Context: an optimization exercise on an open-source flow, tuned for small area and a short achievable clock period. The choices shown serve that exercise and are no tape-out recipe. In this exercise RTL edits were held to simulation tests only and were not proved equivalent to the original. No activity file was given, so power comes from the tool's default toggle rates.

==> flow/design.v (excerpt) <==
module AGU_top(
    input clk,
    input rst,
    input AGU_enable,
    output logic [$clog2(8192/16)-1:0] MA0_idx,
    output logic [$clog2(8192/16)-1:0] MA1_idx,
    output logic [$clog2(8192/16)-1:0] MA2_idx,
    output logic [$clog2(8192/16)-1:0] MA3_idx,
    output logic [$clog2(8192/16)-1:0] MA4_idx,
    output logic [$clog2(8192/16)-1:0] MA5_idx,
    output logic [$clog2(8192/16)-1:0] MA6_idx,
    output logic [$clog2(8192/16)-1:0] MA7_idx,
    output logic [$clog2(8192/16)-1:0] MA8_idx,
    output logic [$clog2(8192/16)-1:0] MA9_idx,
    output logic [$clog2(8192/16)-1:0] MA10_idx,
    output logic [$clog2(8192/16)-1:0] MA11_idx,
    output logic [$clog2(8192/16)-1:0] MA12_idx,
    output logic [$clog2(8192/16)-1:0] MA13_idx,
    output logic [$clog2(8192/16)-1:0] MA14_idx,
    output logic [$clog2(8192/16)-1:0] MA15_idx,
    output logic [$clog2(16) + 1-1:0] BN0_idx,
    output logic [$clog2(16) + 1-1:0] BN1_idx,
    output logic [$clog2(16) + 1-1:0] BN2_idx,
    output logic [$clog2(16) + 1-1:0] BN3_idx,
    output logic [$clog2(16) + 1-1:0] BN4_idx,
    output logic [$clog2(16) + 1-1:0] BN5_idx,
    output logic [$clog2(16) + 1-1:0] BN6_idx,
    output logic [$clog2(16) + 1-1:0] BN7_idx,
    output logic [$clog2(16) + 1-1:0] BN8_idx,
    output logic [$clog2(16) + 1-1:0] BN9_idx,
    output logic [$clog2(16) + 1-1:0] BN10_idx,
    output logic [$clog2(16) + 1-1:0] BN11_idx,
    output logic [$clog2(16) + 1-1:0] BN12_idx,
    output logic [$clog2(16) + 1-1:0] BN13_idx,
    output logic [$clog2(16) + 1-1:0] BN14_idx,
    output logic [$clog2(16) + 1-1:0] BN15_idx,
  ...
Settings: LEC_CHECK=0, CAP_MARGIN=20, CORE_MARGIN=2, CORE_UTILIZATION=65, SLEW_MARGIN=20; clock period 8.0 ns.
standard.sh (not shown) runs the stock make flow with config.mk's settings and CLKGATE_MAP_FILE= SYNTH_SCRIPT=/design/flow/synth_recipe.tcl, a recipe that flattens the netlist after the stock synthesis.
==> flow/flow/run.sh <==
#!/bin/bash
# Standard ORFS layout, with the smallest buffer (buf_1) on every input and
# output port instead of the default pick.
set -euo pipefail
export BUFFER_PORTS_ARGS="-buffer_cell sky130_fd_sc_hd__buf_1"
bash standard.sh > standard_flow.log 2>&1
The starting point produced a clean layout.
Rerun with:
--- a/flow/config.mk
+++ b/flow/config.mk
@@ -10 +10 @@
-export CORE_UTILIZATION = 65
+export CORE_UTILIZATION = 40
Global-route usage falls by 8.6 points.
Sequential share of layout area falls by 0.20 points.
Wire length falls slightly.
Flip-flop and latch count stays the same.
Utilization falls by 24 points.
Total power falls by a few percent.
Clock skew rises by 10 ps.
Fmax rises slightly.
Rerun with:
==> flow/run.sh (new file) <==
#!/bin/bash
# synth_recipe.tcl (not shown) runs the flow's synth.tcl, then flattens the netlist and writes it again
# the make line also repeats each setting of config.mk as NAME=value (left out here)
make -C /OpenROAD-flow-scripts/flow DESIGN_CONFIG=/design/flow/config.mk WORK_HOME=/design/flow/orfs CLKGATE_MAP_FILE= SYNTH_SCRIPT=/design/flow/synth_recipe.tcl finish
removed: flow/flow/run.sh
removed: flow/standard.sh
Worst hold slack gets better by 4.7 ps.
Non-clock buffer count is unchanged.
Core utilization came out higher by 12 points.
Global-route usage goes up by 1.2 points.
Setup slack is better by 16 ps.
Fmax grows by 0.51%.
Wire length goes up by 8.8%.
Synthesized area stays the same.
Die area is unchanged.
Rerun with:
==> flow/flow/run.sh (new file) <==
#!/bin/bash
# Standard ORFS layout, with the smallest buffer (buf_1) on every input and
# output port instead of the default pick.
set -euo pipefail
export BUFFER_PORTS_ARGS="-buffer_cell sky130_fd_sc_hd__buf_1"
bash standard.sh > standard_flow.log 2>&1
==> flow/standard.sh (new file) <==
#!/bin/bash
# synth_recipe.tcl (not shown) runs the flow's synth.tcl, then flattens the netlist and writes it again
# the make line also repeats each setting of config.mk as NAME=value (left out here)
make -C /OpenROAD-flow-scripts/flow DESIGN_CONFIG=/design/flow/config.mk WORK_HOME=/design/flow/orfs CLKGATE_MAP_FILE= SYNTH_SCRIPT=/design/flow/synth_recipe.tcl "${@:-finish}"
--- a/flow/config.mk
+++ b/flow/config.mk
@@ -10,0 +11 @@
+export SETUP_SLACK_MARGIN = 5
removed: flow/run.sh
Cell area shrinks by 22%.
Worst setup slack gets better by 320 ps.
Worst hold slack gets worse by 3.2 ps.
Global-route usage shrinks by 1.2 points.

separate check: timing with driven ports:
Ports are ideal in the flow. The routed layouts listed here were re-timed in OpenROAD.
Step 1 (the two cells are an assumption about what drives the block):
set clk [get_ports {clk}]
set_driving_cell -lib_cell sky130_fd_sc_hd__clkbuf_16 $clk
set_driving_cell -lib_cell sky130_fd_sc_hd__buf_2 [delete_from_list [all_inputs] $clk]
Step 2 also shifts input and output timing later by t, the mid clock arrival at the registers, as if the neighbouring blocks saw the same clock.
a / b / c = ideal / step 1 / step 2; a / b = the first two.
run | t, ns | slack for setup (ns) | worst data-port slew with drivers (ns)
the first run | 0.372 | 4.852 / 4.852 / 4.852 | 0.03
the second run | 0.381 | 4.880 / 4.880 / 4.880 | 0.03
the third run | 0.373 | 4.896 / 4.896 / 4.896 | 0.03
the fourth run | 0.376 | 5.215 / 5.215 / 5.215 | 0.03
After both steps every run listed still meets setup and hold.
